Context: an optimization exercise on an open-source flow, tuned for small area. The choices shown serve that exercise and are no tape-out recipe.
Only simulation tests tie the RTL to the original design; equivalence was not proved.
Power and IR drop assume default switching activity.

## flow/design.v (module list and top-level ports; edited modules follow where they fit)
// module mac_arith: 1617 lines
// module fa_cell: 4 lines
// module ha_cell: 4 lines
// module bwd_arith: 1589 lines
// module top_level: 402 lines
module top_level (
    clk, rst, seed,
    action, state, next_state, step_o, phase, episode_o, q_cur, q_next
);
  // ...
==> flow/flow/run.sh <==
#!/bin/bash
set -euo pipefail
export BUFFER_PORTS_ARGS="-buffer_cell sky130_fd_sc_hd__buf_1"
export RECOVER_POWER=100
export CTS_ARGS="-sink_clustering_enable -repair_clock_nets -dont_use_dummy_load -buf_list sky130_fd_sc_hd__clkbuf_8 -sink_clustering_size 15 -sink_clustering_max_diameter 80"
bash standard.sh > standard.log 2>&1
==> flow/standard.sh <==
#!/bin/bash
# synth_recipe.tcl (not shown) runs the flow's synth.tcl, then flattens the netlist and writes it again
# the make line also repeats each setting of config.mk as NAME=value (left out here)
make -C /OpenROAD-flow-scripts/flow DESIGN_CONFIG=/design/flow/config.mk WORK_HOME=/design/flow/orfs CLKGATE_MAP_FILE= SYNTH_SCRIPT=/design/flow/synth_recipe.tcl "${@:-finish}"
==> flow/config.mk <==
export PLATFORM = sky130hd
export DESIGN_NAME = top_level
export DESIGN_NICKNAME = top_level
export VERILOG_FILES = /design/flow/design.v
export SDC_FILE = /design/flow/constraint.sdc
export NUM_CORES = 8
export LEC_CHECK = 0
export CAP_MARGIN = 20
export CORE_MARGIN = 2
export CORE_UTILIZATION = 65
export CTS_BUF_LIST = sky130_fd_sc_hd__clkbuf_8
export CTS_CLUSTER_DIAMETER = 80
export CTS_CLUSTER_SIZE = 15
export PLACE_DENSITY = 0.75
export SLEW_MARGIN = 20
export SYNTH_HIERARCHICAL = 1
export SYNTH_MINIMUM_KEEP_SIZE = 0
==> flow/constraint.sdc <==
create_clock -name core_clock -period 20.0 [get_ports {clk}]
set_input_delay 4.0000 -clock core_clock [delete_from_list [all_inputs] [get_ports {clk}]]
set_output_delay 4.0000 -clock core_clock [all_outputs]
set_load 0.01 [all_outputs]
==> notes.md, run 1 <==
- The count of boundary I/O pins is about 170.
- The worst-path cell with the longest stage delay is sky130_fd_sc_hd__or4b_2.
- Summing the areas of all fa, ha and maj instances in the mapped netlist gives 38.0% of the synthesized area.
- The worst path meets setup with 1.51 ns of slack.
- The terminating pin of the worst hold path is w2r[214].
- The group drawing the most power is combinational cells.
- In this run, power in the clock network comes to around 1.2 mW.
- A clean result was blocked by max-capacitance violations, max-slew violations.
- The flow ran to the end, but the layout failed its checks.
- The post-synth design cell area is ~83000 um^2.
- The layout-stage area growth over the synthesis result is 3.77%.
- The routed design uses around 20 mm of met3 wire.
- Setup repair after global routing left no endpoint under its margin.
- The global router's overall resource usage is 34.6%.
- In this run, the clock network consumes roughly 11% of the power.
- The pin count of the biggest net entering global routing is 82.
- The number of cells on the critical path is 84.
- The number of pins with negative max-slew slack in the final report is between 400 and 500.
- The time the worst path needs with I/O delays and setup is about 18 ns.
- The post-synthesis mux area share is under 10%.
- The class of the tightest hold or removal check is reg2reg.
- The area of the die is about 130000 um^2.
- The count of max-cap constraint violations is 12.
- Clock tree synthesis inserted a total of 99 buffers.
- For the pin with the worst max-slew slack, the measured transition is 3.21 ns.
==> run 2: changes to the inputs <==
==> flow/flow/run.sh (replaced) <==
#!/bin/bash
set -euo pipefail
export BUFFER_PORTS_ARGS="-buffer_cell sky130_fd_sc_hd__buf_1"
export CTS_ARGS="-sink_clustering_enable -repair_clock_nets -dont_use_dummy_load -buf_list sky130_fd_sc_hd__clkbuf_8 -sink_clustering_size 15 -sink_clustering_max_diameter 80"
bash standard.sh > standard.log 2>&1
--- a/flow/config.mk
+++ b/flow/config.mk
@@ -8,9 +8,9 @@
 export CAP_MARGIN = 20
 export CORE_MARGIN = 2
-export CORE_UTILIZATION = 65
+export CORE_UTILIZATION = 75
 export CTS_BUF_LIST = sky130_fd_sc_hd__clkbuf_8
 export CTS_CLUSTER_DIAMETER = 80
 export CTS_CLUSTER_SIZE = 15
-export PLACE_DENSITY = 0.75
+export PLACE_DENSITY = 0.85
 export SLEW_MARGIN = 20
 export SYNTH_HIERARCHICAL = 1
==> run 2 against run 1 <==
Sequential share of layout area increased by 0.056 points; via count up 3.2%; combinational power increased by 7.5%; maximum frequency down 1.6%; critical path depth rose by 1; area after synthesis unchanged; first-iteration DRC count up 21%; sequential power increased by 3%; total power rose by 5.3%; wire length is 2.8% higher; core utilization grew 10 points; now clean on timing, DRC and antenna.
==> notes.md, run 2 <==
- Outcome: complete, no violations (was complete, but fails checks).
- The global router's overall resource usage is 41.1% (was 34.6%).
- The insertion delay to the later sink of the worst-skew pair came to 0.82 ns (was 0.88 ns).
- The terminating pin of the worst hold path was acr[4] (was w2r[214]).
- Commonest cells after routing, fill and taps aside: 1709 x sky130_fd_sc_hd__nand2_1, 1353 x sky130_fd_sc_hd__fa_1, 1216 x sky130_fd_sc_hd__dfxtp_1, 541 x sky130_fd_sc_hd__inv_1, 367 x sky130_fd_sc_hd__ha_1 (was 1710 x sky130_fd_sc_hd__nand2_1, 1353 x sky130_fd_sc_hd__fa_1, 1218 x sky130_fd_sc_hd__dfxtp_1, 543 x sky130_fd_sc_hd__inv_1, 367 x sky130_fd_sc_hd__ha_1).
- Post-synth top cells: 1712 x sky130_fd_sc_hd__nand2_1, 1353 x sky130_fd_sc_hd__fa_1, 1218 x sky130_fd_sc_hd__dfxtp_1, 541 x sky130_fd_sc_hd__inv_1, 367 x sky130_fd_sc_hd__ha_1 (unchanged).
- The number of warnings reported in the yosys synthesis log is 7 (unchanged).
- The beginning of the critical path is st_old[3] (was st_old[1]).
- The residual overflow from global routing is 0 (unchanged).
- The via count is 60700 (was 58800).
- The clock-pin slew reported for the worst setup and hold paths after clock tree synthesis is 0.11 ns (was 0.10 ns).
- The maximum count of clock buffers along a single path is 3 (unchanged).
- The dominant synthesized flop cell was sky130_fd_sc_hd__dfxtp_1 (unchanged).
- The async set or reset register ratio after synthesis is 0% (unchanged).
- The cell-internal power came to 5.89 mW (was 5.80 mW).
- The time the worst path needs with I/O delays and setup was 18.80 ns (was 18.49 ns).
- The portion of total power attributed to combinational logic came to 63.2% (was 61.9%).
- The post-synthesis compound-gate area fraction is 7.99% (unchanged).
- Cell types occupying the most area after synthesis: sky130_fd_sc_hd__fa_1 32%, sky130_fd_sc_hd__dfxtp_1 29%, sky130_fd_sc_hd__nand2_1 7.7%, sky130_fd_sc_hd__ha_1 5.5%, sky130_fd_sc_hd__and2_1 2.6% (unchanged).
- RSZ-0062 raised after global routing: no (unchanged).
- The global placer's final weighted congestion is 0.971 (was 0.941).
- The cell repeated most along the worst path is sky130_fd_sc_hd__a21oi_1 (unchanged).
- The post-detailed-route DRC marker count is 0 (unchanged).
- The maximum VDD drop is 0.892 mV (was 0.536 mV).
- The transition time at the pin with the least slew margin is 1.17 ns (was 3.21 ns).
- The top cell family by delay on the critical path was compound AO/OA/AOI/OAI gates (unchanged).
- The multi-input combinational cell area is 54100 um^2 (was 54000 um^2).
- The area of all placed cells without fillers is 86400 um^2 (was 86600 um^2).
- The setup TNS is 0 ns (unchanged).
- The adder and majority cell fraction of the synthesized area is 38.0% (unchanged).
- The number of routed nets with antenna violations came to 0 (unchanged).
- The switching power as a share of total power is 49.3% (was 47.5%).
- The worst-path cell with the longest stage delay is sky130_fd_sc_hd__a222oi_1 (was sky130_fd_sc_hd__or4b_2).
- The register bank with the most flops is w2r (unchanged).
- The required time reported for the critical path endpoint is 20.70 ns (was 20.74 ns).
- The number of pins with negative max-slew slack in the final report is 0 (was 409).
- The worst-case register-to-register setup slack came to 1.20 ns (was 1.51 ns).
- The via count of the first global-routing pass is 63400 (was 61500).
- The standby leakage power is 29.4 nW (was 29.3 nW).
- The upper clock frequency limit is 53.2 MHz (was 54.1 MHz).
- The number of flops mapped to enable cells by yosys is 34 (unchanged).
- The first-pass iteration count of the detailed router was 7 (was 9).
- The number of flip-flops under the largest register name is 495 (unchanged).
- The CTS tree is yes (unchanged).
- The clock tree root driver cell is sky130_fd_sc_hd__clkbuf_8 (unchanged).
- The global-route wire length before repair came to 355 mm (was 350 mm).
- The number of CTS-inserted buffers is 96 (was 99).
- The xor/xnor cell area share of the yosys netlist is 1.80% (unchanged).
- The share of the yosys chip area belonging to registers was 30.5% (unchanged).
- The synthesized area divided by synthesized cell count is 10.3 um^2 (unchanged).
- The area of the die is 114000 um^2 (was 131000 um^2).
- The signal arrival time at the worst endpoint came to 19.49 ns (was 19.23 ns).
- The clock share of power is 10.5% (was 11.2%).
- The number of placement rows was 122 (was 131).
- The post-route core utilization is 78.2% (was 67.9%).
- The sequential standard cell area was 25400 um^2 (about the same).
- The maximum fanout along the worst path came to 19 (was 21).
- The critical path start-end classification is reg2reg (unchanged).
- The starting density of the core is 75.5% (was 65.4%).
- The endpoint of the most critical register-to-register path is dl2[4] (unchanged).
- The total chip power is 11.6 mW (was 11.0 mW).
- The core outline area was 111000 um^2 (was 128000 um^2).
- The number of antenna violations at the first check in global routing was 8 (was 11).
- The dominant combinational cell family by area after synthesis is adder cells (unchanged).
- The pin count of the biggest net entering global routing is 95 (was 82).
- The launch point of the worst reg-to-reg path is st_old[3] (was st_old[1]).
- The instance count along the most critical hold path was 0 (unchanged).
- The post-synthesis register bit count is 1252 (unchanged).
- The layout net count is 9803 (was 9836).
- The count of max-cap constraint violations came to 0 (was 12).
- The number of nets produced by synthesis is 9867 (unchanged).
- The cell accounting for the most synthesized area is sky130_fd_sc_hd__fa_1 (unchanged).
- The minimum setup slack after placement is 0.824 ns (was 0.782 ns).
- The average wire per standard cell came to 24.0 um (was 22.9 um).
- The number of port buffers came to 171 (unchanged).
- The proportion of netlist area held by the largest area contributor is 32.5% (unchanged).
- The kind of end point of the critical path is a flop (unchanged).
- The buffers plus inverters on the worst setup path is 9 (was 7).
- The fill cell total of the finished layout is 7103 (was 9852).
- The number of violations reported at the end of detailed-routing iteration 0 was 6778 (was 5597).
- The most frequently used cell type in the post-synthesis netlist is sky130_fd_sc_hd__nand2_1 (unchanged).
- The number of endpoints with negative hold slack in the final report came to 0 (unchanged).
- The gate count of the mapped netlist was 8133 (unchanged).
- The remaining max-slew budget at the tightest pin is 21.5% (was -114%).
- The clock sink total came to 1252 (unchanged).
- The sequential share of power is 26.3% (was 27.0%).
- The height of the die was 338 um (was 362 um).
- The post-synthesis mux area share is 1.78% (unchanged).
- The class of the tightest hold or removal check is reg2reg (unchanged).
- The layout-stage area growth over the synthesis result is 3.58% (was 3.77%).
- The final routed wirelength across all metal layers is 229 mm (was 223 mm).
- The worst-case reg-to-reg path depth was 85 (was 84).
- The deepest level of the CTS H-tree was 3 (unchanged).
- The count of boundary I/O pins is 172 (unchanged).
- The largest clock skew in the final design is 0.0745 ns (was 0.162 ns).
- The vias per cell is 6.35 (was 6.02).
- The post-synthesis simple-gate area fraction is 15.0% (unchanged).
- The most common cell after layout, fill and taps aside was sky130_fd_sc_hd__nand2_1 (unchanged).
- The final cycle utilization of the critical path is 94.0% (was 92.4%).
- The sort of element at the start of the critical path is a flop (unchanged).
- The hold path startpoint is acr[15] (was w2r[170]).
- The final HPWL from detailed placement is 169 mm (was 165 mm).
- The power per cell area came to 134 nW/um^2 (was 127 nW/um^2).
- Largest registers: w2r: 495 flops, w3r: 220 flops (unchanged).
- The die extent in x is 338 um (was 362 um).
- The post-synth design cell area is 83400 um^2 (unchanged).
- The final-report setup violation count is 0 (unchanged).
- The final worst-path setup slack is 1.20 ns (was 1.51 ns).
- The fraction of final layout cells with drive strength greater than 1 is 4.55% (was 3.90%).
- The count of distinct cell types in the synthesized netlist was 115 (unchanged).
- The biggest cell delay along the critical path came to 0.67 ns (was 0.64 ns).
- The placement-stage cell area was 85000 um^2 (was 85400 um^2).
- The switching power of the nets came to 5.73 mW (was 5.24 mW).
run 2: per-stage QoR:
step / cells / hold slack (ns)
after global placement: 9454 / 0.309
after global routing: 9557 / 0.303
after detailed placement: 9454 / 0.312
after CTS: 9550 / 0.291
final: 9559 / 0.288
after floorplan: 8133 / 0.310
run 2: modules after synthesis (local to each module, per instance):
module     cell area (um^2)  cells inside  flip-flops and latches  copies in the design
fa_cell                20.0             1                       0                  1330
mac_arith              5730          1200                       0                     1
bwd_arith              7240          1385                       0                     1
ha_cell                12.5             1                       0                    13
top_level             43700          4205                    1252                     1
run 2: worst max path at each step:
| stage | end | slack [ns] | cells past startpoint |
|---|---|---|---|
| after global placement | dl3[4] | 1.20 | 85 |
| final | dl2[4] | 1.20 | 85 |
| after detailed placement | dl3[4] | 0.82 | 85 |
| after global routing | dl2[4] | 0.04 | 86 |
| after floorplan | dl3[4] | 2.96 | 90 |
| after CTS | dl2[4] | 0.66 | 85 |
run 2: what timing repair did:
action,CTS,global route
hold buffers,0,0
setup endpoints to repair,0,12
buffers inserted,0,4
resized for setup,0,8
run 2: power by group through the flow:
stage	Sequential (mW)	Clock, mW	Combinational, mW
2_1_floorplan	2.92	0	5.04
3_3_place_gp	3.08	0	6.90
3_5_place_dp	3.09	0	7.09
4_1_cts	3.03	1.23	7.17
5_1_grt	3.06	1.31	8.17
6_report	3.06	1.22	7.34
run 2: final cells by class:
cell class	count	share of cell area, %
Multi-Input combinational cell	5864	62.6
Sequential cell	1252	29.4
Inverter	553	2.41
Tap cell	1488	2.15
Timing Repair Buffer	302	1.92
Clock buffer	96	1.53
Antenna cell	4	0.0116
run 2: cell families after synthesis:
family	after synthesis
mux	145
compound gates	1010
simple gates	2817
xor+xnor	171
buf+inv	1017
fa+ha+maj	1721
flops	1252
run 2: layer usage:
metal | part of all wire (%) | global-route usage [%] | up-vias
met5 | 0.015 | 0 | -
met4 | 5.9 | 20.7 | 6
met3 | 12 | 11.9 | 946
met2 | 45 | 62.6 | 3798
met1 | 37 | 54.4 | 30200
li1 | - | - | 25700
==> run 3: changes to the inputs <==
--- a/flow/config.mk
+++ b/flow/config.mk
@@ -8,9 +8,9 @@
 export CAP_MARGIN = 20
 export CORE_MARGIN = 2
-export CORE_UTILIZATION = 75
+export CORE_UTILIZATION = 50
 export CTS_BUF_LIST = sky130_fd_sc_hd__clkbuf_8
 export CTS_CLUSTER_DIAMETER = 80
 export CTS_CLUSTER_SIZE = 15
-export PLACE_DENSITY = 0.85
+export PLACE_DENSITY = 0.6
 export SLEW_MARGIN = 20
 export SYNTH_HIERARCHICAL = 1
==> run 3 against run 2 <==
Clock skew increased by 0.045 ns; core utilization is 25 points lower; cell count grew 7.9%; sequential power is 2% lower.
==> notes.md, run 3 <==
- Outcome: complete, no violations (unchanged).
- The die extent in x is 412 um (was 338 um).
- The switching power as a share of total power is 47.3% (was 49.3%).
- Commonest cells after routing, fill and taps aside: 1709 x sky130_fd_sc_hd__nand2_1, 1353 x sky130_fd_sc_hd__fa_1, 1215 x sky130_fd_sc_hd__dfxtp_1, 541 x sky130_fd_sc_hd__inv_1, 367 x sky130_fd_sc_hd__ha_1 (was 1709 x sky130_fd_sc_hd__nand2_1, 1353 x sky130_fd_sc_hd__fa_1, 1216 x sky130_fd_sc_hd__dfxtp_1, 541 x sky130_fd_sc_hd__inv_1, 367 x sky130_fd_sc_hd__ha_1).
- The count of distinct cell types in the synthesized netlist is 115 (unchanged).
- The proportion of netlist area held by the largest area contributor came to 32.5% (unchanged).
- Post-synth top cells: 1712 x sky130_fd_sc_hd__nand2_1, 1353 x sky130_fd_sc_hd__fa_1, 1218 x sky130_fd_sc_hd__dfxtp_1, 541 x sky130_fd_sc_hd__inv_1, 367 x sky130_fd_sc_hd__ha_1 (unchanged).
- The register bank with the most flops is w2r (unchanged).
- The minimum setup slack after placement is 0.396 ns (was 0.824 ns).
- The final cycle utilization of the critical path came to 92.0% (was 94.0%).
- The top cell family by delay on the critical path is compound AO/OA/AOI/OAI gates (unchanged).
- The core outline area came to 165000 um^2 (was 111000 um^2).
- The clock share of power was 11.2% (was 10.5%).
- The signal arrival time at the worst endpoint is 19.16 ns (was 19.49 ns).
- The number of nets produced by synthesis came to 9867 (unchanged).
- The uppermost metal layer occupied by signal nets is met5 (unchanged).
- The number of flops mapped to enable cells by yosys is 34 (unchanged).
- The sort of element at the start of the critical path is a flop (unchanged).
- The vias per cell came to 5.63 (was 6.35).
- The deepest level of the CTS H-tree was 3 (unchanged).
- The number of antenna violations at the first check in global routing came to 19 (was 8).
- The largest clock skew in the final design is 0.119 ns (was 0.0745 ns).
- Largest registers: w2r: 495 flops, w3r: 220 flops (unchanged).
- The power per cell area is 127 nW/um^2 (was 134 nW/um^2).
- RSZ-0062 raised after global routing: no (unchanged).
- The final-report setup violation count is 0 (unchanged).
- The starting density of the core is 50.4% (was 75.5%).
- The area of the die came to 170000 um^2 (was 114000 um^2).
- The gate count of the mapped netlist is 8133 (unchanged).
- The clock-pin slew reported for the worst setup and hold paths after clock tree synthesis is 0.10 ns (was 0.11 ns).
- The class of the tightest hold or removal check is reg2reg (unchanged).
- The fraction of final layout cells with drive strength greater than 1 is 5.16% (was 4.55%).
- The pin count of the biggest net entering global routing was 100 (was 95).
- The transition time at the pin with the least slew margin is 1.23 ns (was 1.17 ns).
- The portion of total power attributed to combinational logic came to 62.1% (was 63.2%).
- The clock sink total was 1252 (unchanged).
- The post-route non-filler standard cell count is 10300 (was 9559).
- The height of the die came to 412 um (was 338 um).
- The share of the yosys chip area belonging to registers is 30.5% (unchanged).
- The total length of routed met3 wires was 17.2 mm (was 27.8 mm).
- The post-synth design cell area is 83400 um^2 (unchanged).
- The maximum VDD drop came to 0.316 mV (was 0.892 mV).
- The most frequently used cell type in the post-synthesis netlist is sky130_fd_sc_hd__nand2_1 (unchanged).
- The clock tree root driver cell is sky130_fd_sc_hd__clkbuf_8 (unchanged).
- The met1 layer wirelength in the final routing came to 99.6 mm (was 84.8 mm).
- The CTS tree is yes (unchanged).
- The final worst-path setup slack is 1.60 ns (was 1.20 ns).
- The global router's overall resource usage was 27.9% (was 41.1%).
- The average wire per standard cell is 22.8 um (was 24.0 um).
- The total length of routed met2 wires is 109 mm (was 103 mm).
- The cell count after placement is 10200 (was 9454).
- The cell repeated most along the worst path is sky130_fd_sc_hd__a21oi_1 (unchanged).
- The placement-stage cell area is 86200 um^2 (was 85000 um^2).
- The buffers plus inverters on the worst setup path was 8 (was 9).
- The via count of the first global-routing pass was 60500 (was 63400).
- The number of endpoints with negative hold slack in the final report came to 0 (unchanged).
- The upper clock frequency limit is 54.3 MHz (was 53.2 MHz).
- The kind of end point of the critical path is a flop (unchanged).
- The count of max-cap constraint violations is 0 (unchanged).
- The global placer's final weighted congestion is 0.931 (was 0.971).
- The standby leakage power is 29.7 nW (was 29.4 nW).
- The dominant synthesized flop cell was sky130_fd_sc_hd__dfxtp_1 (unchanged).
- The setup TNS came to 0 ns (unchanged).
- Cell types occupying the most area after synthesis: sky130_fd_sc_hd__fa_1 32%, sky130_fd_sc_hd__dfxtp_1 29%, sky130_fd_sc_hd__nand2_1 7.7%, sky130_fd_sc_hd__ha_1 5.5%, sky130_fd_sc_hd__and2_1 2.6% (unchanged).
- The required time reported for the critical path endpoint is 20.76 ns (was 20.70 ns).
- The layout net count is 9859 (was 9803).
- The switching power of the nets is 5.29 mW (was 5.73 mW).
- The remaining max-slew budget at the tightest pin was 17.7% (was 21.5%).
- The fill cell total of the finished layout is 14800 (was 7103).
- The number of pins with negative max-slew slack in the final report is 0 (unchanged).
- The final HPWL from detailed placement came to 174 mm (was 169 mm).
- The time the worst path needs with I/O delays and setup is 18.40 ns (was 18.80 ns).
- The first-pass iteration count of the detailed router is 7 (unchanged).
- The async set or reset register ratio after synthesis is 0% (unchanged).
- The number of routed nets with antenna violations came to 0 (unchanged).
- The maximum count of clock buffers along a single path is 3 (unchanged).
- The area of all placed cells without fillers came to 87700 um^2 (was 86400 um^2).
- The critical path start-end classification is reg2reg (unchanged).
- The final routed wirelength across all metal layers is 235 mm (was 229 mm).
- The most common cell after layout, fill and taps aside is sky130_fd_sc_hd__nand2_1 (unchanged).
- The global-route wire length before repair is 362 mm (was 355 mm).
- The count of boundary I/O pins is 172 (unchanged).
- The number of port buffers is 171 (unchanged).
- The cell accounting for the most synthesized area is sky130_fd_sc_hd__fa_1 (unchanged).
- The biggest cell delay along the critical path was 0.65 ns (was 0.67 ns).
- The number of violations reported at the end of detailed-routing iteration 0 is 4709 (was 6778).
- The worst-path cell with the longest stage delay is sky130_fd_sc_hd__or4b_2 (was sky130_fd_sc_hd__a222oi_1).
- The number of warnings reported in the yosys synthesis log is 7 (unchanged).
- The maximum fanout along the worst path is 19 (unchanged).
- The number of flip-flops under the largest register name came to 495 (unchanged).
- The sequential share of power is 26.7% (was 26.3%).
- The cell-internal power is 5.89 mW (about the same).
- The post-synthesis register bit count is 1252 (unchanged).
- The synthesized area divided by synthesized cell count is 10.3 um^2 (unchanged).
- The post-route core utilization was 53.1% (was 78.2%).
- The post-detailed-route DRC marker count came to 0 (unchanged).
- The residual overflow from global routing is 0 (unchanged).
- The layout-stage area growth over the synthesis result is 5.19% (was 3.58%).
- The number of CTS-inserted buffers is 102 (was 96).
- The number of placement rows came to 149 (was 122).
- The via count is 58000 (was 60700).
- The insertion delay to the later sink of the worst-skew pair is 0.87 ns (was 0.82 ns).
[run 3: cell counts after synthesis]
No cell type changed its count.
[run 3: layer usage]
layer | GRT usage [%] | up-vias
met2 | 44.8 | 2209
met1 | 38.1 | 29500
met4 | 10.0 | 8
met5 | 0 | -
li1 | - | 25800
met3 | 4.91 | 446
[run 3: path summary, 6_finish.rpt]
kind	from	endpoint	slack [ns]	depth (start not counted)
worst max-delay path	st_old[3]	dl3[4]	1.60	87
worst min-delay path	acr[21]	acr[10]	0.25	0
worst max register to register	st_old[3]	dl3[4]	1.60	87
worst min register to register	acr[21]	acr[10]	0.25	0
[run 3: cells by family (layout without fill, tap and decap cells)]
group / count (synthesis) / in the layout / share of synthesized area, %
buf+inv: 1017 / 1007 / 4.94
simple gates: 2817 / 2817 / 15.0
other cells: 0 / 3 / 0
xor+xnor: 171 / 171 / 1.80
flops: 1252 / 1252 / 30.5
mux: 145 / 145 / 1.78
fa+ha+maj: 1721 / 1721 / 38.0
compound gates: 1010 / 1010 / 7.99
[run 3: Yosys stat by module, one instance, submodules excluded]
module	flops+latches	cell area, um^2
fa_cell	0	20.0
top_level	1252	43700
bwd_arith	0	7240
ha_cell	0	12.5
mac_arith	0	5730
[run 3: metrics by stage]
step / hold slack [ns] / total power, mW
2_1_floorplan: 0.310 / 7.96
3_3_place_gp: 0.310 / 9.83
3_5_place_dp: 0.312 / 9.90
4_1_cts: 0.248 / 11.2
5_1_grt: 0.262 / 12.3
6_report: 0.252 / 11.2
[run 3: timing repair]
item                                    CTS  global route
hold buffers                              0             0
gates resized for setup                   0             6
buffers inserted                          0             5
endpoints found under the setup margin    0            16
[run 3: final cells by class]
class                   instances  area (um^2)  share of cell area, %
inverters                     553         2080                   2.37
multi-input cells            5864        54100                   61.6
well taps                    2189         2740                   3.12
repair buffers                352         2050                   2.34
flip-flops and latches       1252        25400                   29.0
clock buffers                 102         1400                   1.60
diodes                          3         7.51                0.00856
[run 3: worst register-to-register path, delay by kind of cell (launching register included)]
kind | cells | cell delay (ns)
mux | 2 | 0.67
flops | 1 | 0.54
fa+ha+maj | 10 | 3.23
xor+xnor | 5 | 1.20
buf+inv | 8 | 1.23
simple gates | 23 | 4.71
compound gates | 39 | 6.71
[run 3: power groups by stage]
stage	Clock [mW]	Sequential (mW)	Combinational, mW
finish	1.25	2.99	6.95
global route	1.39	3.00	7.91
CTS	1.30	2.98	6.92
detailed placement	0	3.04	6.86
global placement	0	3.03	6.80
floorplan	0	2.92	5.04
==> run 4: changes to the inputs <==
--- a/flow/config.mk
+++ b/flow/config.mk
@@ -8,9 +8,11 @@
 export CAP_MARGIN = 20
 export CORE_MARGIN = 2
-export CORE_UTILIZATION = 50
+export CORE_UTILIZATION = 70
 export CTS_BUF_LIST = sky130_fd_sc_hd__clkbuf_8
 export CTS_CLUSTER_DIAMETER = 80
 export CTS_CLUSTER_SIZE = 15
-export PLACE_DENSITY = 0.6
+export GPL_ROUTABILITY_DRIVEN = 0
+export GPL_TIMING_DRIVEN = 0
+export PLACE_DENSITY = 0.8
 export SLEW_MARGIN = 20
 export SYNTH_HIERARCHICAL = 1
==> run 4 against run 3 <==
Still clean on timing, DRC and antenna; combinational power grew 5.0%; worst setup slack worse by 0.64 ns; register-to-register slack worse by 0.64 ns; via count up 7.6%; sequential cell count unchanged; die area decreased by 28%; count of clock-buffer cells in the layout decreased by 6; sequential share of layout area about the same; critical endpoint is now dl2[4]; largest cell class unchanged; largest power group unchanged; highest routed layer unchanged.
==> notes.md, run 4 <==
- The cell accounting for the most synthesized area is sky130_fd_sc_hd__fa_1 (unchanged).
- The count of max-cap constraint violations is 0 (unchanged).
- The beginning of the critical path is st_old[3] (unchanged).
- The number of pins with negative max-slew slack in the final report is 0 (unchanged).
- The sort of element at the start of the critical path was a flop (unchanged).
- The most frequently used cell type in the post-synthesis netlist is sky130_fd_sc_hd__nand2_1 (unchanged).
- The synthesized area divided by synthesized cell count came to 10.3 um^2 (unchanged).
- The multi-input combinational cell area was 54100 um^2 (about the same).
- The average wire per standard cell is 24.9 um (was 22.8 um).
- The number of placement rows is 126 (was 149).
- The end point of the critical path is dl2[4] (was dl3[4]).
- The adder and majority cell fraction of the synthesized area is 38.0% (unchanged).
- The clock sink total came to 1252 (unchanged).
- The number of flip-flops under the largest register name was 495 (unchanged).
- The dominant synthesized flop cell is sky130_fd_sc_hd__dfxtp_1 (unchanged).
- The transition time at the pin with the least slew margin is 1.26 ns (was 1.23 ns).
- The proportion of netlist area held by the largest area contributor is 32.5% (unchanged).
- The time the worst path needs with I/O delays and setup was 19.05 ns (was 18.40 ns).
- The biggest cell delay along the critical path is 0.64 ns (was 0.65 ns).
- The number of warnings reported in the yosys synthesis log is 7 (unchanged).
- The number of antenna violations at the first check in global routing is 15 (was 19).
- The clock tree root driver cell is sky130_fd_sc_hd__clkbuf_8 (unchanged).
- The dominant combinational cell family by area after synthesis was adder cells (unchanged).
- The clock-pin slew reported for the worst setup and hold paths after clock tree synthesis is 0.10 ns (about the same).
- The height of the die is 349 um (was 412 um).
- The number of routed nets with antenna violations came to 0 (unchanged).
- The worst-case register-to-register setup slack is 0.95 ns (was 1.60 ns).
- The core outline area came to 118000 um^2 (was 165000 um^2).
- The sequential standard cell area is 25400 um^2 (about the same).
- The deepest level of the CTS H-tree is 3 (unchanged).
- The required time reported for the critical path endpoint is 20.70 ns (was 20.76 ns).
- The critical path start-end classification was reg2reg (unchanged).
- The fraction of final layout cells with drive strength greater than 1 is 4.79% (was 5.16%).
- The power per cell area was 132 nW/um^2 (was 127 nW/um^2).
- The upper clock frequency limit came to 52.5 MHz (was 54.3 MHz).
- The global-route wire length before repair was 376 mm (was 362 mm).
- The xor/xnor cell area share of the yosys netlist is 1.80% (unchanged).
- The post-route core utilization is 74.3% (was 53.1%).
- The final HPWL from detailed placement came to 193 mm (was 174 mm).
- The signal arrival time at the worst endpoint is 19.75 ns (was 19.16 ns).
- The via count of the first global-routing pass came to 64000 (was 60500).
- The area of the die was 122000 um^2 (was 170000 um^2).
- The number of flops mapped to enable cells by yosys is 34 (unchanged).
- The most common cell after layout, fill and taps aside is sky130_fd_sc_hd__nand2_1 (unchanged).
- The CTS tree is yes (unchanged).
- The worst-path cell with the longest stage delay is sky130_fd_sc_hd__or4b_2 (unchanged).
- The kind of end point of the critical path is a flop (unchanged).
- The setup TNS is 0 ns (unchanged).
- The number of port buffers is 171 (unchanged).
- The pin count of the biggest net entering global routing is 18 (was 100).
- The number of endpoints with negative hold slack in the final report is 0 (unchanged).
- The register bank with the most flops is w2r (unchanged).
- The remaining max-slew budget at the tightest pin is 15.8% (was 17.7%).
- The worst-case reg-to-reg path depth is 92 (was 87).
- The number of violations reported at the end of detailed-routing iteration 0 was 7321 (was 4709).
- The maximum VDD drop came to 0.564 mV (was 0.316 mV).
- The launch point of the worst reg-to-reg path is st_old[3] (unchanged).
- The final routed wirelength across all metal layers is 248 mm (was 235 mm).
- The endpoint of the most critical register-to-register path is dl2[4] (was dl3[4]).
- The layout-stage area growth over the synthesis result was 5.16% (was 5.19%).
- The number of CTS-inserted buffers came to 96 (was 102).
- Post-synth top cells: 1712 x sky130_fd_sc_hd__nand2_1, 1353 x sky130_fd_sc_hd__fa_1, 1218 x sky130_fd_sc_hd__dfxtp_1, 541 x sky130_fd_sc_hd__inv_1, 367 x sky130_fd_sc_hd__ha_1 (unchanged).
- The maximum fanout along the worst path is 10 (was 19).
- The layout net count is 10100 (was 9859).
- The standby leakage power was 30.0 nW (was 29.7 nW).
- The insertion delay to the later sink of the worst-skew pair came to 0.84 ns (was 0.87 ns).
- The residual overflow from global routing is 0 (unchanged).
- The cell repeated most along the worst path is sky130_fd_sc_hd__a21oi_1 (unchanged).
- The post-synthesis register bit count is 1252 (unchanged).
- The count of boundary I/O pins is 172 (unchanged).
- The post-detailed-route DRC marker count is 0 (unchanged).
- Largest registers: w2r: 495 flops, w3r: 220 flops (unchanged).
- The share of the yosys chip area belonging to registers is 30.5% (unchanged).
- The die extent in x came to 349 um (was 412 um).
- The final cycle utilization of the critical path is 95.2% (was 92.0%).
- Outcome: complete, no violations (unchanged).
- The starting density of the core came to 70.6% (was 50.4%).
- The vias per cell was 6.27 (was 5.63).
- The post-synth design cell area was 83400 um^2 (unchanged).
- The first-pass iteration count of the detailed router is 10 (was 7).
- Cell types occupying the most area after synthesis: sky130_fd_sc_hd__fa_1 32%, sky130_fd_sc_hd__dfxtp_1 29%, sky130_fd_sc_hd__nand2_1 7.7%, sky130_fd_sc_hd__ha_1 5.5%, sky130_fd_sc_hd__and2_1 2.6% (unchanged).
- The class of the tightest hold or removal check is reg2reg (unchanged).
- The number of nets produced by synthesis came to 9867 (unchanged).
- The global router's overall resource usage came to 41.2% (was 27.9%).
- The maximum count of clock buffers along a single path was 3 (unchanged).
- The post-synthesis compound-gate area fraction is 7.99% (unchanged).
- The count of distinct cell types in the synthesized netlist came to 115 (unchanged).
- The async set or reset register ratio after synthesis came to 0% (unchanged).
- The gate count of the mapped netlist is 8133 (unchanged).
- Commonest cells after routing, fill and taps aside: 1712 x sky130_fd_sc_hd__nand2_1, 1353 x sky130_fd_sc_hd__fa_1, 1218 x sky130_fd_sc_hd__dfxtp_1, 541 x sky130_fd_sc_hd__inv_1, 367 x sky130_fd_sc_hd__ha_1 (was 1709 x sky130_fd_sc_hd__nand2_1, 1353 x sky130_fd_sc_hd__fa_1, 1215 x sky130_fd_sc_hd__dfxtp_1, 541 x sky130_fd_sc_hd__inv_1, 367 x sky130_fd_sc_hd__ha_1).
- The largest clock skew in the final design is 0.169 ns (was 0.119 ns).
- The worst slack on hold paths is 0.285 ns (was 0.252 ns).
- The post-synthesis simple-gate area fraction came to 15.0% (unchanged).
- The fill cell total of the finished layout is 8147 (was 14800).
- The final-report setup violation count is 0 (unchanged).
- The via count is 62500 (was 58000).
- The post-synthesis mux area share is 1.78% (unchanged).
==> run 4: changes by cell type in the layout (fill, tap and decap cells not counted), moves of 13 or more <==
cell,delta
sky130_fd_sc_hd__clkbuf_1,+277
sky130_fd_sc_hd__clkbuf_2,+14
sky130_fd_sc_hd__buf_1,+21
sky130_fd_sc_hd__buf_4,-130
sky130_fd_sc_hd__buf_2,+108
sky130_fd_sc_hd__and2_1,+13
==> run 4: cell type report <==
cell class              count  share of cell area (%)
multi-input cells        5864                    61.7
flip-flops and latches   1252                    29.0
inverters                 553                    2.37
plain buffers             461                    2.35
well taps                1536                    2.19
clock buffers              96                    1.51
repair buffers            187                   0.881
diodes                     10                  0.0285
==> run 4: what timing repair did <==
item / in CTS / in global routing
pin swaps: 1 / 1
resized for setup: 20 / 41
endpoints found under the setup margin: 18 / 20
hold buffers: 0 / 0
setup buffers: 2 / 9
endpoints found under the hold margin: 0 / 0
==> run 4: how the worst min path moves through the flow <==
stage / startpoint / end / slack [ns] / cells after the start
floorplan: acr[11] / acr[0] / 0.31 / 0
global placement: w3r[127] / w3r[116] / 0.31 / 0
detailed placement: apr[27] / apr[16] / 0.31 / 0
CTS: w2r[58] / w2r[102] / 0.29 / 0
global route: w2r[58] / w2r[102] / 0.28 / 0
finish: w3r[29] / w3r[18] / 0.29 / 0
==> run 4: per-module statistics from Yosys, one instance, submodules excluded <==
module | cells inside | area, um^2 | flops+latches
fa_cell | 1 | 20.0 | 0
top_level | 4205 | 43700 | 1252
ha_cell | 1 | 12.5 | 0
bwd_arith | 1385 | 7240 | 0
mac_arith | 1200 | 5730 | 0
==> run 4: worst max-delay path: cells and delay by family (launching register included) <==
family / cells / cell delay (ns)
AOI/OAI and AO/OA: 38 / 6.48
xor gates and xnor gates: 6 / 1.13
adders and majority gates: 11 / 3.37
buffers and inverters: 11 / 2.01
DFF: 1 / 0.57
muxes: 1 / 0.33
and+or+nand+nor: 25 / 5.02
==> run 4: logic make-up after synthesis <==
kind of cell    count (synthesis)
fa+ha+maj                    1721
buf+inv                      1017
compound gates               1010
simple gates                 2817
xor+xnor                      171
mux                           145
flops                        1252
==> run 4: per-layer routing <==
layer / wire (um) / track usage [%] / share of wire [%] / vias to the layer above
met5: 116 / 0.560 / 0.047 / -
met4: 22400 / 30.0 / 9.0 / 8
met3: 31700 / 13.7 / 13 / 1171
met2: 107000 / 60.4 / 43 / 4175
met1: 86800 / 51.1 / 35 / 30600
li1: - / - / - / 26500
==> run 4: where the power goes <==
group          leakage, nW  switching, mW  internal (mW)
Combinational         19.1           4.56           2.74
Clock                0.690          0.777          0.428
Sequential            10.2          0.263           2.77
Total                 30.0           5.60           5.94
==> run 4: through the flow <==
step | setup WS, ns | area (um^2) | std cells | total power [mW]
finish | 0.950 | 87700 | 9959 | 11.5
global route | -0.115 | 87700 | 9952 | 12.4
CTS | 0.00332 | 87500 | 9941 | 11.2
detailed placement | -1.03 | 86100 | 9843 | 9.99
global placement | -0.673 | 86000 | 9840 | 9.76
floorplan | 2.96 | 83400 | 8133 | 7.96
==> run 5: changes to the inputs <==
--- a/flow/config.mk
+++ b/flow/config.mk
@@ -12,5 +12,4 @@
 export CTS_CLUSTER_DIAMETER = 80
 export CTS_CLUSTER_SIZE = 15
-export GPL_ROUTABILITY_DRIVEN = 0
 export GPL_TIMING_DRIVEN = 0
 export PLACE_DENSITY = 0.8
==> run 5 against run 4 <==
Still clean; clock power hardly changed; die area stayed put; count of clock-buffer cells in the layout is 1 higher; area after synthesis stayed put; wire length is 5.2% higher; critical path type unchanged.
==> notes.md, run 5 <==
- Outcome: complete, no violations (unchanged).
- Largest registers: w2r: 495 flops, w3r: 220 flops (unchanged).
- The dominant synthesized flop cell is sky130_fd_sc_hd__dfxtp_1 (unchanged).
- The pin count of the biggest net entering global routing is 19 (was 18).
- The area of all placed cells without fillers was 87800 um^2 (was 87700 um^2).
- The number of placement rows is 126 (unchanged).
- The number of hold-repair buffers added at the cts stage is 0 (unchanged).
- The number of port buffers was 171 (unchanged).
- The number of violations reported at the end of detailed-routing iteration 0 is 7269 (was 7321).
- The maximum fanout along the worst path is 10 (unchanged).
- The post-synthesis simple-gate area fraction came to 15.0% (unchanged).
- The post-route non-filler standard cell count is 9956 (was 9959).
- The setup TNS is 0 ns (unchanged).
- The number of endpoints with negative hold slack in the final report is 0 (unchanged).
- The largest clock skew in the final design came to 0.158 ns (was 0.169 ns).
- The upper clock frequency limit is 52.0 MHz (was 52.5 MHz).
- The transition time at the pin with the least slew margin came to 1.32 ns (was 1.26 ns).
- The number of pins with negative max-slew slack in the final report is 0 (unchanged).
- The instance count along the most critical hold path is 0 (unchanged).
- The xor/xnor cell area share of the yosys netlist was 1.80% (unchanged).
- Cell types occupying the most area after synthesis: sky130_fd_sc_hd__fa_1 32%, sky130_fd_sc_hd__dfxtp_1 29%, sky130_fd_sc_hd__nand2_1 7.7%, sky130_fd_sc_hd__ha_1 5.5%, sky130_fd_sc_hd__and2_1 2.6% (unchanged).
- The count of boundary I/O pins is 172 (unchanged).
- The clock-pin slew reported for the worst setup and hold paths after clock tree synthesis is 0.11 ns (was 0.10 ns).
- The starting density of the core is 70.6% (unchanged).
- The die extent in x was 349 um (unchanged).
- The average wire per standard cell is 26.2 um (was 24.9 um).
- The time the worst path needs with I/O delays and setup came to 19.22 ns (was 19.05 ns).
- At the end of routability-driven placement, the weighted congestion stood at between 1 and 1.5.
- The synthesized area divided by synthesized cell count is 10.3 um^2 (unchanged).
- Post-synth top cells: 1712 x sky130_fd_sc_hd__nand2_1, 1353 x sky130_fd_sc_hd__fa_1, 1218 x sky130_fd_sc_hd__dfxtp_1, 541 x sky130_fd_sc_hd__inv_1, 367 x sky130_fd_sc_hd__ha_1 (unchanged).
- The final-report setup violation count was 0 (unchanged).
- The via count is 62700 (was 62500).
- The biggest cell delay along the critical path was 0.64 ns (about the same).
- The layout net count is 10100 (about the same).
- The remaining max-slew budget at the tightest pin came to 11.5% (was 15.8%).
- The maximum VDD drop is 0.425 mV (was 0.564 mV).
- The worst-case reg-to-reg path depth came to 90 (was 92).
- The number of CTS-inserted buffers is 97 (was 96).
- The global-route wire length before repair is 390 mm (was 376 mm).
- The number of flops mapped to enable cells by yosys is 34 (unchanged).
- The dominant combinational cell family by area after synthesis is adder cells (unchanged).
- The critical path start-end classification is reg2reg (unchanged).
- The number of antenna violations at the first check in global routing is 12 (was 15).
- The sort of element at the start of the critical path was a flop (unchanged).
- The maximum count of clock buffers along a single path is 3 (unchanged).
- The CTS tree is yes (unchanged).
- The buffers plus inverters on the worst setup path came to 10 (was 11).
- The kind of end point of the critical path is a flop (unchanged).
- The required time reported for the critical path endpoint is 20.67 ns (was 20.70 ns).
- The count of max-cap constraint violations was 0 (unchanged).
- The final cycle utilization of the critical path is 96.1% (was 95.2%).
- The post-route core utilization was 74.4% (was 74.3%).
- The adder and majority cell fraction of the synthesized area is 38.0% (unchanged).
- The post-synthesis compound-gate area fraction is 7.99% (unchanged).
- The class of the tightest hold or removal check was reg2reg (unchanged).
- Commonest cells after routing, fill and taps aside: 1712 x sky130_fd_sc_hd__nand2_1, 1353 x sky130_fd_sc_hd__fa_1, 1218 x sky130_fd_sc_hd__dfxtp_1, 541 x sky130_fd_sc_hd__inv_1, 367 x sky130_fd_sc_hd__ha_1 (unchanged).
- The most common cell after layout, fill and taps aside was sky130_fd_sc_hd__nand2_1 (unchanged).
- The via count of the first global-routing pass is 64900 (was 64000).
- The worst slack on hold paths came to 0.233 ns (was 0.285 ns).
- The async set or reset register ratio after synthesis came to 0% (unchanged).
- The final routed wirelength across all metal layers is 261 mm (was 248 mm).
- The most frequently used cell type in the post-synthesis netlist is sky130_fd_sc_hd__nand2_1 (unchanged).
- The core outline area is 118000 um^2 (unchanged).
- The fill cell total of the finished layout is 8344 (was 8147).
- The number of routed nets with antenna violations was 0 (unchanged).
- The signal arrival time at the worst endpoint came to 19.89 ns (was 19.75 ns).
- The post-detailed-route DRC marker count is 0 (unchanged).
- The height of the die is 349 um (unchanged).
- The placement-stage cell area came to 86100 um^2 (about the same).
- The cell accounting for the most synthesized area is sky130_fd_sc_hd__fa_1 (unchanged).
- The area of the die was 122000 um^2 (unchanged).
- The gate count of the mapped netlist was 8133 (unchanged).
- The first-pass iteration count of the detailed router is 8 (was 10).
- The clock tree root driver cell is sky130_fd_sc_hd__clkbuf_8 (unchanged).
- The top cell family by delay on the critical path is compound AO/OA/AOI/OAI gates (unchanged).
- The cell repeated most along the worst path is sky130_fd_sc_hd__a21oi_1 (unchanged).
- The register bank with the most flops is w2r (unchanged).
- The number of warnings reported in the yosys synthesis log is 7 (unchanged).
- The final HPWL from detailed placement is 204 mm (was 193 mm).
- The vias per cell is 6.29 (was 6.27).
- The deepest level of the CTS H-tree is 3 (unchanged).
- The clock sink total is 1252 (unchanged).
- The power per cell area came to 134 nW/um^2 (was 132 nW/um^2).
- The count of distinct cell types in the synthesized netlist came to 115 (unchanged).
- The proportion of netlist area held by the largest area contributor came to 32.5% (unchanged).
- The number of flip-flops under the largest register name was 495 (unchanged).
- The residual overflow from global routing is 0 (unchanged).
- The global router's overall resource usage is 43.2% (was 41.2%).
- The cell count after placement is 9843 (unchanged).
- The share of the yosys chip area belonging to registers is 30.5% (unchanged).
- The number of cells on the critical path came to 90 (was 92).
- The post-synth design cell area came to 83400 um^2 (unchanged).
- The insertion delay to the later sink of the worst-skew pair is 0.85 ns (was 0.84 ns).
- The worst-path cell with the longest stage delay is sky130_fd_sc_hd__or4b_2 (unchanged).
- The post-synthesis register bit count was 1252 (unchanged).
- The fraction of final layout cells with drive strength greater than 1 came to 4.84% (was 4.79%).
- The standby leakage power is 30.0 nW (about the same).
- The post-synthesis mux area share is 1.78% (unchanged).
- The layout-stage area growth over the synthesis result is 5.25% (was 5.16%).
- The number of nets produced by synthesis is 9867 (unchanged).
==> run 5: per-stage QoR <==
stage                     setup WS [ns]  power (mW)
after global routing            -0.0330        12.6
after floorplan                    2.96        7.96
after CTS                        0.0505        11.5
after detailed placement          -1.52        10.2
after global placement            -1.10        9.91
final                             0.782        11.8
==> run 5: worst paths after layout <==
check | startpoint | to | slack, ns
worst min-delay path | w3r[28] | w3r[17] | 0.23
worst max-delay path | st_old[2] | dl0[4] | 0.78
worst max register to register | st_old[2] | dl0[4] | 0.78
worst min register to register | w3r[28] | w3r[17] | 0.23
==> run 5: cell type report <==
type	count	area [um^2]	area share (%)
multi-input cells	5864	54200	61.7
flip-flops and latches	1252	25400	28.9
inverters	553	2090	2.38
plain buffers	461	2070	2.35
well taps	1536	1920	2.19
clock buffers	97	1340	1.52
repair buffers	185	758	0.864
diodes	8	20.0	0.0228
==> run 5: modules after synthesis, one instance, submodules excluded <==
module	copies in the design	cells	area (um^2)
fa_cell	1330	1	20.0
bwd_arith	1	1385	7240
mac_arith	1	1200	5730
ha_cell	13	1	12.5
top_level	1	4205	43700
==> run 5: metal layers <==
| metal | global-route usage [%] | vias up | share of wire [%] |
|---|---|---|---|
| met5 | 0 | - | 0.010 |
| met2 | 64.4 | 3935 | 44 |
| met1 | 54.9 | 31300 | 36 |
| li1 | - | 26500 | - |
| met3 | 11.5 | 937 | 12 |
| met4 | 31.0 | 4 | 8.6 |
==> run 5: repair_timing <==
| item | 4_1_cts | 5_1_grt |
|---|---|---|
| pin swaps | 1 | 5 |
| hold endpoints to repair | 0 | 0 |
| resized for setup | 31 | 47 |
| setup endpoints to repair | 20 | 20 |
| buffers inserted | 3 | 8 |
==> run 5: logic make-up (layout without fill, tap and decap cells) <==
family,Yosys count,count (layout)
other cells,0,8
flops,1252,1252
simple gates,2817,2817
compound gates,1010,1010
buf+inv,1017,1296
xor+xnor,171,171
fa+ha+maj,1721,1721
mux,145,145
==> run 5: power by group <==
group          total, mW  switching (mW)  internal [mW]
clock network       1.21           0.779          0.433
registers           3.04           0.273           2.77
logic               7.50            4.73           2.76
total               11.8            5.79           5.97
==> run 6: changes to the inputs <==
--- a/flow/config.mk
+++ b/flow/config.mk
@@ -12,5 +12,4 @@
 export CTS_CLUSTER_DIAMETER = 80
 export CTS_CLUSTER_SIZE = 15
-export GPL_TIMING_DRIVEN = 0
 export PLACE_DENSITY = 0.8
 export SLEW_MARGIN = 20
==> run 6 against run 5 <==
Via count shrank 4.7%; synthesized cell count is the same; sequential power barely moved; wire length down 13%; area after synthesis did not move; worst setup slack improved by 0.58 ns; core utilization fell by 1.0 points; critical path type unchanged.
==> notes.md, run 6 <==
- Outcome: complete, no violations (unchanged).
- The via count is 59700 (was 62700).
- The total chip power is 11.6 mW (was 11.8 mW).
- Setup repair after global routing left no endpoint under its margin.
- The signal arrival time at the worst endpoint is 19.35 ns (was 19.89 ns).
- The average wire per standard cell came to 23.6 um (was 26.2 um).
- The number of violations reported at the end of detailed-routing iteration 0 is 6606 (was 7269).
- The height of the die was 349 um (unchanged).
- The proportion of netlist area held by the largest area contributor came to 32.5% (unchanged).
- The post-route non-filler standard cell count is 9623 (was 9956).
- The share of the yosys chip area belonging to registers was 30.5% (unchanged).
- The maximum count of clock buffers along a single path came to 3 (unchanged).
- The switching power of the nets was 5.71 mW (was 5.79 mW).
- The cell repeated most along the worst path is sky130_fd_sc_hd__a21oi_1 (unchanged).
- The register bank with the most flops is w2r (unchanged).
- The required time reported for the critical path endpoint is 20.71 ns (was 20.67 ns).
- The core outline area is 118000 um^2 (unchanged).
- The number of port buffers is 171 (unchanged).
- The biggest cell delay along the critical path is 0.64 ns (about the same).
- The placement-stage cell area was 85100 um^2 (was 86100 um^2).
- The number of routed nets with antenna violations came to 0 (unchanged).
- The first-pass iteration count of the detailed router is 10 (was 8).
- The number of hold-repair buffers added at the cts stage is 0 (unchanged).
- The time the worst path needs with I/O delays and setup is 18.63 ns (was 19.22 ns).
- The maximum fanout along the worst path is 19 (was 10).
- The via count of the first global-routing pass is 62300 (was 64900).
- The standby leakage power is 29.4 nW (was 30.0 nW).
- The upper clock frequency limit is 53.7 MHz (was 52.0 MHz).
- The vias per cell is 6.21 (was 6.29).
- The number of pins with negative max-slew slack in the final report is 0 (unchanged).
- The portion of total power attributed to combinational logic is 63.2% (was 63.8%).
- The hold path startpoint is w2r[184] (was w3r[28]).
- The starting density of the core is 70.6% (unchanged).
- The setup TNS is 0 ns (unchanged).
- The post-detailed-route DRC marker count is 0 (unchanged).
- The critical path start-end classification is reg2reg (unchanged).
- The class of the tightest hold or removal check is reg2reg (unchanged).
- The minimum setup slack after placement was 0.626 ns (was -1.52 ns).
- The clock sink total came to 1252 (unchanged).
- The sequential share of power is 26.2% (was 25.9%).
- The number of placement rows is 126 (unchanged).
- The final cycle utilization of the critical path is 93.2% (was 96.1%).
- The insertion delay to the later sink of the worst-skew pair is 0.82 ns (was 0.85 ns).
- The switching power as a share of total power is 49.2% (about the same).
- The residual overflow from global routing came to 0 (unchanged).
- The worst-path cell with the longest stage delay was sky130_fd_sc_hd__or4b_2 (unchanged).
- The post-synthesis register bit count is 1252 (unchanged).
- The kind of end point of the critical path is a flop (unchanged).
- The number of antenna violations at the first check in global routing is 8 (was 12).
- The layout net count is 9820 (was 10100).
- The final worst-path setup slack is 1.37 ns (was 0.782 ns).
- The global router's overall resource usage is 37.9% (was 43.2%).
- The maximum VDD drop is 0.514 mV (was 0.425 mV).
- The final HPWL from detailed placement is 169 mm (was 204 mm).
- The dominant synthesized flop cell is sky130_fd_sc_hd__dfxtp_1 (unchanged).
- Post-synth top cells: 1712 x sky130_fd_sc_hd__nand2_1, 1353 x sky130_fd_sc_hd__fa_1, 1218 x sky130_fd_sc_hd__dfxtp_1, 541 x sky130_fd_sc_hd__inv_1, 367 x sky130_fd_sc_hd__ha_1 (unchanged).
- The post-synth design cell area was 83400 um^2 (unchanged).
- The multi-input combinational cell area was 54100 um^2 (was 54200 um^2).
- The most frequently used cell type in the post-synthesis netlist is sky130_fd_sc_hd__nand2_1 (unchanged).
- The number of warnings reported in the yosys synthesis log came to 7 (unchanged).
- The count of distinct cell types in the synthesized netlist is 115 (unchanged).
- Commonest cells after routing, fill and taps aside: 1709 x sky130_fd_sc_hd__nand2_1, 1353 x sky130_fd_sc_hd__fa_1, 1218 x sky130_fd_sc_hd__dfxtp_1, 541 x sky130_fd_sc_hd__inv_1, 367 x sky130_fd_sc_hd__ha_1 (was 1712 x sky130_fd_sc_hd__nand2_1, 1353 x sky130_fd_sc_hd__fa_1, 1218 x sky130_fd_sc_hd__dfxtp_1, 541 x sky130_fd_sc_hd__inv_1, 367 x sky130_fd_sc_hd__ha_1).
- The number of CTS-inserted buffers is 97 (unchanged).
- The count of boundary I/O pins is 172 (unchanged).
- The clock-pin slew reported for the worst setup and hold paths after clock tree synthesis is 0.10 ns (was 0.11 ns).
- The largest clock skew in the final design is 0.0788 ns (was 0.158 ns).
- The beginning of the critical path was st_old[3] (was st_old[2]).
- The launch point of the worst reg-to-reg path is st_old[3] (was st_old[2]).
- Cell types occupying the most area after synthesis: sky130_fd_sc_hd__fa_1 32%, sky130_fd_sc_hd__dfxtp_1 29%, sky130_fd_sc_hd__nand2_1 7.7%, sky130_fd_sc_hd__ha_1 5.5%, sky130_fd_sc_hd__and2_1 2.6% (unchanged).
- The pin count of the biggest net entering global routing is 96 (was 19).
- The cell count after placement came to 9518 (was 9843).
- The power per cell area is 134 nW/um^2 (about the same).
- The number of endpoints with negative hold slack in the final report is 0 (unchanged).
- The clock share of power was 10.6% (was 10.3%).
- The transition time at the pin with the least slew margin is 1.15 ns (was 1.32 ns).
- The area of all placed cells without fillers is 86600 um^2 (was 87800 um^2).
- The async set or reset register ratio after synthesis is 0% (unchanged).
- The final routed wirelength across all metal layers was 227 mm (was 261 mm).
- The area of the die came to 122000 um^2 (unchanged).
- The clock tree root driver cell is sky130_fd_sc_hd__clkbuf_8 (unchanged).
- The die extent in x is 349 um (unchanged).
- The count of max-cap constraint violations is 0 (unchanged).
- The number of nets produced by synthesis is 9867 (unchanged).
- The global-route wire length before repair is 353 mm (was 390 mm).
- The final-report setup violation count is 0 (unchanged).
- The cell accounting for the most synthesized area is sky130_fd_sc_hd__fa_1 (unchanged).
- The cell-internal power is 5.89 mW (was 5.97 mW).
- The most common cell after layout, fill and taps aside was sky130_fd_sc_hd__nand2_1 (unchanged).
- The synthesized area divided by synthesized cell count is 10.3 um^2 (unchanged).
- The worst slack on hold paths is 0.270 ns (was 0.233 ns).
- The gate count of the mapped netlist was 8133 (unchanged).
- The layout-stage area growth over the synthesis result is 3.78% (was 5.25%).
- The sequential standard cell area is 25400 um^2 (unchanged).
- The CTS tree is yes (unchanged).
- The fill cell total of the finished layout is 8376 (was 8344).
- The global placer's final weighted congestion was 0.954 (was 1.05).
- Largest registers: w2r: 495 flops, w3r: 220 flops (unchanged).
- The sort of element at the start of the critical path is a flop (unchanged).
- The deepest level of the CTS H-tree was 3 (unchanged).
- The fraction of final layout cells with drive strength greater than 1 is 4.70% (was 4.84%).
- The post-route core utilization came to 73.3% (was 74.4%).
- The number of flip-flops under the largest register name is 495 (unchanged).
- The remaining max-slew budget at the tightest pin came to 22.7% (was 11.5%).
- The number of flops mapped to enable cells by yosys came to 34 (unchanged).
-- run 6: cell families (layout without fill, tap and decap cells) --
| kind of cell | Yosys count | after routing | synth area share (%) |
|---|---|---|---|
| muxes | 145 | 145 | 1.78 |
| xor gates and xnor gates | 171 | 171 | 1.80 |
| buffers and inverters | 1017 | 968 | 4.94 |
| and+or+nand+nor | 2817 | 2817 | 15.0 |
| adders and majority gates | 1721 | 1721 | 38.0 |
| DFF | 1252 | 1252 | 30.5 |
| other | 0 | 3 | 0 |
| AOI/OAI and AO/OA | 1010 | 1010 | 7.99 |
-- run 6: area by class of cell --
| class | count | area share, % |
|---|---|---|
| multi-input combinational | 5864 | 62.5 |
| sequential | 1252 | 29.3 |
| inverter | 553 | 2.40 |
| tap | 1536 | 2.22 |
| timing repair buffer | 318 | 2.02 |
| clock buffer | 97 | 1.54 |
| antenna | 3 | 0.00867 |
-- run 6: power by group through the flow --
stage / logic [mW] / clock network (mW) / registers [mW]
floorplan: 5.04 / 0 / 2.92
global placement: 6.93 / 0 / 3.08
detailed placement: 7.10 / 0 / 3.08
CTS: 7.17 / 1.24 / 3.03
global route: 8.14 / 1.32 / 3.06
finish: 7.33 / 1.22 / 3.05
-- run 6: routing by layer --
layer	routed length [um]	vias to the layer above	track usage, %	share of wire [%]
li1	-	25800	-	-
met4	11500	6	17.7	5.1
met5	35	-	0	0.015
met1	89100	29900	51.4	39
met3	24500	669	9.19	11
met2	102000	3370	57.9	45
-- run 6: path summary, 6_finish.rpt --
path / to / slack (ns) / cells after the start
max: dl2[4] / 1.37 / 86
min: w2r[173] / 0.27 / 0
min reg2reg: w2r[173] / 0.27 / 0
max reg2reg: dl2[4] / 1.37 / 86
-- run 6: Yosys stat by module, one instance, submodules excluded --
module	copies in the design	cells	cell area (um^2)	flops+latches
top_level	1	4205	43700	1252
bwd_arith	1	1385	7240	0
mac_arith	1	1200	5730	0
fa_cell	1330	1	20.0	0
ha_cell	13	1	12.5	0
-- run 6: timing repair --
item / in CTS / in global routing
endpoints found under the setup margin: 0 / 16
buffers inserted: 0 / 5
gates resized for setup: 0 / 7
hold endpoints to repair: 0 / 0
-- run 6: worst max-delay path: cells and delay by family, from the launching register on --
| family | cells | cell delay, ns |
|---|---|---|
| muxes | 2 | 0.75 |
| xor gates and xnor gates | 5 | 1.17 |
| and+or+nand+nor | 23 | 4.69 |
| AOI/OAI and AO/OA | 40 | 7.24 |
| adders and majority gates | 9 | 2.88 |
| buffers and inverters | 7 | 1.21 |
| DFF | 1 | 0.54 |

## static timing again, ports no longer ideal
No port has a modelled driver above. Below, the same layouts with a new extraction and two added sets of constraints.
Step 1 sets driving cells, clkbuf_16 on the clock port and buf_2 on the other inputs (assumed; they add their load-dependent delay and slew).
Step 2, shift: input delay + t, output delay - t, t = (earliest + latest rising clock arrival at the registers) / 2. This alone moves slack from input paths to output paths.
Slacks: ideal / step 1 / step 2; pairs: ideal / step 1.
run | shift t [ns] | setup WS [ns] | worst setup path at the end | worst slew at a driven data input, ns
run 1 | 0.874 | 1.515 / 1.515 / 1.515 | register to register | 0.04
run 2 | 0.860 | 1.205 / 1.205 / 1.205 | register to register | 0.07
run 3 | 0.885 | 1.595 / 1.595 / 1.595 | register to register | 0.04
run 4 | 0.834 | 0.950 / 0.950 / 0.950 | register to register | 0.03
run 5 | 0.834 | 0.782 / 0.782 / 0.782 | register to register | 0.06
run 6 | 0.847 | 1.365 / 1.365 / 1.365 | register to register | 0.08
